From an optimization exercise on the open Yosys and OpenROAD flow, aimed at small area; shortcuts taken in it are not production practice. Where RTL was checked, it was by simulation tests only, not by an equivalence proof against the original. The flow treats the clock pin as an ideal source. Dropping or thinning the clock tree relies on that and would not hold on a real chip. No activity file was given, so power comes from the tool's default toggle rates.

==> wip/raven <==
==> flow/design.v <==
module sync (
  input  wire       clk,
  output reg        hs,
  output reg        vs,
  input  wire       reset,    
  output wire [3:0] R,
  output wire [3:0] G,
  output wire [3:0] B,
  input  wire       btn       
);
  reg        r_q, gh_q, gl_q, b_q;
  assign R = {4{r_q}};
  assign G = {gh_q, gl_q, gh_q, gl_q};
  assign B = {4{b_q}};
  reg [2:0] seg;
  reg [7:0] hc_p;    
  wire [7:0] hc = hc_p ^ 8'b10101010;
  wire s_fp = ~seg[0] & ~seg[2];
  wire s_sy = ~seg[1] & seg[0];
  wire s_bp = ~seg[2] & seg[1];
  wire s_d0 = seg[0] & seg[2];
  wire s_d1 = seg[1] & ~seg[0];
  wire s_d2 = seg[2] & ~seg[1];
  wire line_end = s_d2 & (~hc[6] & ~hc[5] & ~hc[4] & ~hc[3] & hc[1] & hc[0]);
  wire h_end = (s_fp & (~hc[4] & ~hc[1])) | (s_sy & (~hc[4] & hc[3] & ~hc[2] & hc[1] & hc[0])) | (s_bp & (~hc[7] & ~hc[4] & hc[3] & hc[1]))
             | (seg[2] & seg[1] & (hc[7] & ~hc[6] & ~hc[4] & ~hc[3] & ~hc[2] & ~hc[1] & ~hc[0])) | line_end;
  wire [7:0] h_ld = 8'b10111111;
  always @(posedge clk or negedge reset) begin
    if (!reset) seg <= 3'b000;
    else if (h_end) seg <= {seg[1:0], ~seg[2]};
  end
  always @(posedge clk or negedge reset) begin
    if (!reset)     hc_p <= 8'b00010101;
    else if (h_end) hc_p <= h_ld ^ 8'b10101010;
    else            hc_p <= {hc[6:0], ~(hc[7] ^ hc[5] ^ hc[4] ^ hc[3])} ^ 8'b10101010;
  end
  reg [1:0] pvs;    
  wire v_fp = ~pvs[1] & ~pvs[0];
  wire v_sy = ~pvs[1] &  pvs[0];
  wire v_bp =  pvs[1] &  pvs[0];
  wire v_da =  pvs[1] & ~pvs[0];
  reg [9:0] lc;    
  reg f1;              
  wire at_vs = v_fp & (lc[8]) & s_d2 & (~hc[7] & ~hc[6] & ~hc[5] & ~hc[4] & ~hc[3] & hc[1]);
  wire at_bp = v_sy & (lc[0]) & s_d2 & (hc[7] & hc[6] & ~hc[5] & ~hc[4] & ~hc[3] & ~hc[2] & ~hc[0]);
  wire at_da = v_bp & (lc[8] & lc[2] & ~lc[1] & ~lc[0]) & s_d2 & (hc[6] & hc[5] & ~hc[4] & hc[3] & hc[2] & ~hc[1] & ~hc[0]);
  wire at_fp = v_da & (~lc[7] & ~lc[6] & ~lc[5] & lc[4] & ~lc[2] & ~lc[1] & lc[0]) & line_end;
  wire at_x = at_vs | at_bp | at_da;
  reg pend;
  always @(posedge clk or negedge reset) begin
    if (!reset) begin
      pvs  <= 2'b00;
      f1   <= 1'b1;
      pend <= 1'b0;
    end else begin
      if ((at_x & f1) | pend | at_fp) pvs <= {pvs[0], ~pvs[1]};
      pend <= at_x & ~f1;
      if (at_da) f1 <= 1'b0;
    end
  end
  always @(posedge clk or negedge reset) begin
    if (!reset) lc <= 10'd0;
    else if (at_fp) lc <= 10'd0;
    else if (line_end) lc <= {lc[8:0], ~(lc[9] ^ lc[6])};
  end
  reg        cnt, ph, acc;    
  reg [15:0] timer_p;    
  wire [15:0] timer = timer_p ^ 16'haaaa;
  wire t_zero = ~|timer[14:0];
  wire t_end  = timer[15] & t_zero;
  always @(posedge clk or negedge reset) begin
    if (!reset) begin
      cnt <= 1'b0; ph <= 1'b0; acc <= 1'b0;
    end else begin
      acc <= cnt & ph & t_end;
      if (cnt) begin
        if (t_end) begin cnt <= 1'b0; ph <= ~ph; end
      end else if (~acc & (btn == ph)) begin
        cnt <= 1'b1;
      end
    end
  end
  always @(posedge clk) begin
    timer_p <= ({16{cnt}} & {timer[14:0], timer[15] ^ timer[14] ^ timer[12] ^ timer[3] ^ t_zero}) ^ 16'haaaa;
  end
  reg [2:0] flag;    
  always @(posedge clk or negedge reset) begin
    if (!reset) flag <= 3'b000;
    else if (acc)
      case (flag)
        3'b000: flag <= 3'b001;
        3'b001: flag <= 3'b010;
        3'b010: flag <= 3'b011;
        3'b011: flag <= 3'b100;
        3'b100: flag <= 3'b101;
        3'b101: flag <= 3'b110;
        3'b110: flag <= 3'b111;
        3'b111: flag <= 3'b000;
      endcase
  end
  reg [3:0] c0, c1, c2;    
  always @(*) begin
    case (flag)
      3'b000: begin c0 = 4'b0001; c1 = 4'b1111; c2 = 4'b1000; end
      3'b001: begin c0 = 4'b0110; c1 = 4'b1111; c2 = 4'b1000; end
      3'b010: begin c0 = 4'b0110; c1 = 4'b1111; c2 = 4'b1100; end
      3'b011: begin c0 = 4'b0000; c1 = 4'b1110; c2 = 4'b1000; end
      3'b100: begin c0 = 4'b0110; c1 = 4'b1110; c2 = 4'b1000; end
      3'b101: begin c0 = 4'b0001; c1 = 4'b1110; c2 = 4'b1000; end
      3'b110: begin c0 = 4'b0110; c1 = 4'b1111; c2 = 4'b0110; end
      3'b111: begin c0 = 4'b1100; c1 = 4'b1111; c2 = 4'b0110; end
      default: begin c0 = 4'bx; c1 = 4'bx; c2 = 4'bx; end
    endcase
  end
  wire vis = v_da & seg[2];
  wire [3:0] col = {4{vis}} & (s_d0 ? c0 : s_d1 ? c1 : c2);
  always @(posedge clk) begin
    r_q  <= col[3] | (~reset & r_q);
    gh_q <= col[2] | (~reset & gh_q);
    gl_q <= col[1] | (~reset & gl_q);
    b_q  <= col[0] | (~reset & b_q);
    hs   <= ~s_sy & (reset | hs);
    vs   <= ~v_sy & (reset | vs);
  end
endmodule
==> flow/flow/run.sh <==
#!/bin/bash
set -o pipefail
bash standard.sh \
  BUFFER_PORTS_ARGS="-buffer_cell sky130_fd_sc_hd__buf_1" \
  POST_GLOBAL_PLACE_TCL="$PWD/flow/reset_buf.tcl" \
  RECOVER_POWER=100 \
  CTS_ARGS="-sink_clustering_enable -repair_clock_nets -dont_use_dummy_load" \
  finish > standard.log 2>&1
==> flow/flow/reset_buf.tcl <==
# The reset input fans out to every asynchronously reset flip-flop: give its
# port buffer (inserted by buffer_ports) more drive than the other ports' buf_1.
foreach port {reset} {
  foreach pin [get_pins -of_objects [get_nets -of_objects [get_ports $port]]] {
    set inst [get_cells -of_objects $pin]
    puts "port $port: [get_full_name $inst] [get_property $inst ref_name] -> sky130_fd_sc_hd__buf_4"
    replace_cell $inst sky130_fd_sc_hd__buf_4
  }
}
==> flow/standard.sh <==
#!/bin/bash
# synth_recipe.tcl (not shown) runs the flow's synth.tcl, then flattens the netlist and writes it again
# the make line also repeats each setting of config.mk as NAME=value (left out here)
make -C /OpenROAD-flow-scripts/flow DESIGN_CONFIG=/design/flow/config.mk WORK_HOME=/design/flow/orfs CLKGATE_MAP_FILE= SYNTH_SCRIPT=/design/flow/synth_recipe.tcl "${@:-finish}"
==> flow/config.mk <==
export PLATFORM = sky130hd
export DESIGN_NAME = sync
export DESIGN_NICKNAME = sync
export VERILOG_FILES = /design/flow/design.v
export SDC_FILE = /design/flow/constraint.sdc
export NUM_CORES = 4
export LEC_CHECK = 0
export CAP_MARGIN = 20
export CORE_MARGIN = 2
export CORE_UTILIZATION = 40
export SLEW_MARGIN = 20
==> flow/constraint.sdc <==
create_clock -name core_clock -period 10.0 [get_ports {clk}]
set_input_delay 2.0000 -clock core_clock [delete_from_list [all_inputs] [get_ports {clk}]]
set_output_delay 2.0000 -clock core_clock [all_outputs]
set_load 0.01 [all_outputs]
==> wip/willow: changes against wip/raven <==
==> flow/design.v (replaced) <==
module sync (
  input  wire       clk,
  output reg        hs,
  output reg        vs,
  input  wire       reset,    
  output wire [3:0] R,
  output wire [3:0] G,
  output wire [3:0] B,
  input  wire       btn       
);
  reg        r_q, gl_q, c0_q;
  wire gh_q = gl_q | (r_q & c0_q);
  wire b_q  = c0_q & (gl_q | ~r_q);
  assign R = {4{r_q}};
  assign G = {gh_q, gl_q, gh_q, gl_q};
  assign B = {4{b_q}};
  reg [2:0] seg;
  reg [7:0] hc_p;    
  wire [7:0] hc = hc_p ^ 8'b10101010;
  wire s_fp = ~seg[0] & ~seg[2];
  wire s_sy = ~seg[1] & seg[0];
  wire s_bp = ~seg[2] & seg[1];
  wire s_d0 = seg[0] & seg[2];
  wire s_d1 = seg[1] & ~seg[0];
  wire s_d2 = seg[2] & ~seg[1];
  wire h_end = (~hc[7] & ~hc[6] & ~hc[4] & hc[3] & hc[2] & hc[1] & hc[0]);    
  wire line_end = s_d2 & h_end;
  reg [7:0] h_ld;    
  always @(*) begin
    case (seg)
      3'b000: h_ld = 8'b11011101;
      3'b001: h_ld = 8'b10010101;
      3'b011: h_ld = 8'b00011111;
      3'b111: h_ld = 8'b00011111;
      3'b110: h_ld = 8'b01000111;
      3'b100: h_ld = 8'b11010111;
      default: h_ld = 8'bx;
    endcase
  end
  always @(posedge clk or negedge reset) begin
    if (!reset) seg <= 3'b000;
    else if (h_end) seg <= {seg[1:0], ~seg[2]};
  end
  always @(posedge clk or negedge reset) begin
    if (!reset)     hc_p <= 8'b01111101;
    else if (h_end) hc_p <= h_ld ^ 8'b10101010;
    else            hc_p <= {hc[6:0], ~(hc[7] ^ hc[5] ^ hc[4] ^ hc[3])} ^ 8'b10101010;
  end
  reg [1:0] pvs;    
  wire v_fp = ~pvs[1] & ~pvs[0];
  wire v_sy = ~pvs[1] &  pvs[0];
  wire v_bp =  pvs[1] &  pvs[0];
  wire v_da =  pvs[1] & ~pvs[0];
  reg [8:0] lc;    
  reg f1;              
  wire at_vs = v_fp & (lc[8]) & s_d2 & (hc[7] & ~hc[6] & hc[4] & hc[3] & hc[2] & hc[1] & hc[0]);    
  wire at_bp = v_sy & (lc[1]) & s_d2 & (~hc[7] & hc[6] & ~hc[5] & hc[4] & hc[2] & hc[1] & hc[0]);    
  wire at_da = v_bp & (lc[5] & lc[2] & lc[0]) & s_d2 & (~hc[7] & hc[6] & ~hc[5] & ~hc[4] & hc[3] & ~hc[2] & ~hc[1] & hc[0]);    
  wire at_fp = v_da & (~lc[8] & ~lc[7] & ~lc[6] & ~lc[5] & lc[4] & ~lc[3] & ~lc[2] & lc[1] & ~lc[0]) & line_end;    
  wire at_x = at_vs | at_bp | at_da;
  reg pend;
  wire v_adv = (at_x & f1) | pend | at_fp;
  always @(posedge clk or negedge reset) begin
    if (!reset) begin
      pvs  <= 2'b00;
      f1   <= 1'b1;
      pend <= 1'b0;
    end else begin
      if (v_adv) pvs <= {pvs[0], ~pvs[1]};
      pend <= at_x & ~f1;
      if (at_da) f1 <= 1'b0;
    end
  end
  always @(posedge clk or negedge reset) begin
    if (!reset) lc <= 9'd0;
    else if (v_adv) lc <= 9'd0;
    else if (line_end) lc <= {lc[7:0], ~(lc[8] ^ lc[4])};
  end
  reg        cnt, ph, acc;    
  reg [15:0] timer_p;    
  wire [15:0] timer = timer_p ^ 16'haaaa;
  wire t_zero = ~|timer[14:0];
  wire t_end  = timer[15] & t_zero;
  always @(posedge clk or negedge reset) begin
    if (!reset) begin
      cnt <= 1'b0; ph <= 1'b0; acc <= 1'b0;
    end else begin
      acc <= cnt & ph & t_end;
      if (cnt) begin
        if (t_end) begin cnt <= 1'b0; ph <= ~ph; end
      end else if (~acc & (btn == ph)) begin
        cnt <= 1'b1;
      end
    end
  end
  always @(posedge clk) begin
    timer_p <= ({16{cnt}} & {timer[14:0], timer[15] ^ timer[14] ^ timer[12] ^ timer[3] ^ t_zero}) ^ 16'haaaa;
  end
  reg [2:0] flag;    
  always @(posedge clk or negedge reset) begin
    if (!reset) flag <= 3'b000;
    else if (acc)
      case (flag)
        3'b000: flag <= 3'b011;
        3'b011: flag <= 3'b101;
        3'b101: flag <= 3'b010;
        3'b010: flag <= 3'b111;
        3'b111: flag <= 3'b110;
        3'b110: flag <= 3'b001;
        3'b001: flag <= 3'b100;
        3'b100: flag <= 3'b000;
      endcase
  end
  reg [3:0] c0, c1, c2;    
  always @(*) begin
    case (flag)
      3'b000: begin c0 = 4'b0001; c1 = 4'b1111; c2 = 4'b1000; end
      3'b011: begin c0 = 4'b0110; c1 = 4'b1111; c2 = 4'b1000; end
      3'b101: begin c0 = 4'b0110; c1 = 4'b1111; c2 = 4'b1100; end
      3'b010: begin c0 = 4'b0000; c1 = 4'b1110; c2 = 4'b1000; end
      3'b111: begin c0 = 4'b0110; c1 = 4'b1110; c2 = 4'b1000; end
      3'b110: begin c0 = 4'b0001; c1 = 4'b1110; c2 = 4'b1000; end
      3'b001: begin c0 = 4'b0110; c1 = 4'b1111; c2 = 4'b0110; end
      3'b100: begin c0 = 4'b1100; c1 = 4'b1111; c2 = 4'b0110; end
      default: begin c0 = 4'bx; c1 = 4'bx; c2 = 4'bx; end
    endcase
  end
  wire vis = v_da & seg[2];
  wire [3:0] col = {4{vis}} & (s_d0 ? c0 : s_d1 ? c1 : c2);
  always @(posedge clk) begin
    r_q  <= col[3] | (~reset & r_q);
    gl_q <= col[1] | (~reset & gl_q);
    c0_q <= (col[3] & ~col[1] ? col[2] : col[0]) | (~reset & c0_q);
    hs   <= ~s_sy & (reset | hs);
    vs   <= ~v_sy & (reset | vs);
  end
endmodule
--- a/flow/flow/run.sh
+++ b/flow/flow/run.sh
@@ -5,3 +5,3 @@
   POST_GLOBAL_PLACE_TCL="$PWD/flow/reset_buf.tcl" \
-  RECOVER_POWER=100 \
+  POST_CTS_TCL="$PWD/flow/clk_root.tcl" \
   CTS_ARGS="-sink_clustering_enable -repair_clock_nets -dont_use_dummy_load" \
==> flow/flow/clk_root.tcl (new file) <==
set root_pins [get_pins -of_objects [get_nets clk] -filter "direction==input"]
if {[llength $root_pins] == 1} {
  set root [get_cells -of_objects $root_pins]
  set outnet [get_nets -of_objects [get_pins -of_objects $root -filter "direction==output"]]
  set loads [get_pins -of_objects $outnet -filter "direction==input"]
  set ok [expr {[llength $loads] <= 4}]
  foreach pin $loads {
    if {![string match "sky130_fd_sc_hd__clkbuf_*" [get_property [get_cells -of_objects $pin] ref_name]]} { set ok 0 }
  }
  if {$ok} {
    puts "removing clock root buffer [get_full_name $root] ([llength $loads] loads)"
    remove_buffers $root
  } else {
    puts "keeping clock root buffer [get_full_name $root]"
  }
}
==> flow/flow/reset_buf.tcl (replaced) <==
# The reset input fans out to every asynchronously reset flip-flop: give its
# port buffer (inserted by buffer_ports) more drive than the other ports' buf_1.
foreach pin [get_pins -of_objects [get_nets reset]] {
  if {[get_property $pin direction] != "input"} { continue }
  set inst [get_cells -of_objects $pin]
  puts "reset port buffer [get_full_name $inst] [get_property $inst ref_name] -> sky130_fd_sc_hd__buf_4"
  replace_cell $inst sky130_fd_sc_hd__buf_4
}
==> wip/violet: changes against wip/raven <==
--- a/flow/flow/run.sh
+++ b/flow/flow/run.sh
@@ -4,3 +4,2 @@
   BUFFER_PORTS_ARGS="-buffer_cell sky130_fd_sc_hd__buf_1" \
-  POST_GLOBAL_PLACE_TCL="$PWD/flow/reset_buf.tcl" \
   RECOVER_POWER=100 \
removed: flow/flow/reset_buf.tcl
==> wip/quartz: changes against wip/raven <==
==> flow/flow/reset_buf.tcl (replaced) <==
# The reset input fans out to every asynchronously reset flip-flop: give its
# port buffer (inserted by buffer_ports) more drive than the other ports' buf_1.
foreach pin [get_pins -of_objects [get_nets reset]] {
  if {[get_property $pin direction] != "input"} { continue }
  set inst [get_cells -of_objects $pin]
  puts "reset port buffer [get_full_name $inst] [get_property $inst ref_name] -> sky130_fd_sc_hd__buf_4"
  replace_cell $inst sky130_fd_sc_hd__buf_4
}
==> qor summary <==
metric	wip/violet	wip/quartz	wip/raven	wip/willow
Resize count post-CTS	0	0	-	-
End of the worst register-to-register path	seg[2]	seg[2]	-	pvs[0]
Hold buffer count at cts	0	0	-	-
Share of the final layout cell area in multi-input gates	39.29%	39.25%	-	37.53%
Buffers from clock root to sink, at most	2	2	-	-
Clock distribution power	0.000106 W	0.000108 W	-	0.0000862 W
Most common cell after layout, fill and taps aside	dfrtp_1	dfrtp_1	-	-
Total wire length after detailed routing	3959 microns	3976 microns	-	3435 microns
Number of H-tree branching levels	2	2	-	-
Fin Clk Skew	0.02362 ns	0.01666 ns	-	0.02727 ns
Metal3 WL	123 microns	119 microns	-	88 microns
Met2 Track Usage GR	20.08%	19.92%	-	19.91%
Run status	finished with violations	finished with violations	stopped before the end	no timing/DRC/antenna violations
Failing step	-	-	3_3_place_gp	-
Violated checks	capacitance limit, slew limit	capacitance limit, slew limit	-	-
Final critical-path share of the clock period	37.06%	36.98%	-	30.04%
Mux cell area share after synthesis	4.295%	4.295%	4.295%	5.308%
Achievable Freq	269.8 MHz	270.4 MHz	-	332.9 MHz
Biggest cell category by area in the final layout	sequential cells	sequential cells	-	sequential cells
Buffer cell driving the clock tree root	clkbuf_8	clkbuf_8	-	-
The RTL of wip/raven, wip/violet and wip/quartz was laid out without a check of its function.

==> separate check: timing with driven ports <==
In the flow no input, the clock included, has a driving cell. The finished layouts below were timed again as built, in two steps. Step 1 assumes that a clkbuf_16 drives the clock port and a buf_2 every other input. Step 2 times the ports against the registers' clock, not the clock port: input delays grow and output delays shrink by t, the midpoint of the rising clock arrivals with the driver on. Slacks: ideal / step 1 / step 2; pairs: ideal / step 1.
| run | t, ns | setup WS [ns] | clock arrival spread, ns |
|---|---|---|---|
| wip/willow | 0.192 | 6.996 / 6.945 / 7.137 | 0.028 / 0.028 |
| wip/violet | 0.320 | 6.294 / 6.298 / 5.978 | 0.024 / 0.024 |
| wip/quartz | 0.324 | 6.302 / 6.307 / 5.983 | 0.017 / 0.018 |
For wip/quartz, which loses most, drivers alone change the setup slack by +0.005 ns; drivers and shift together by -0.319 ns.
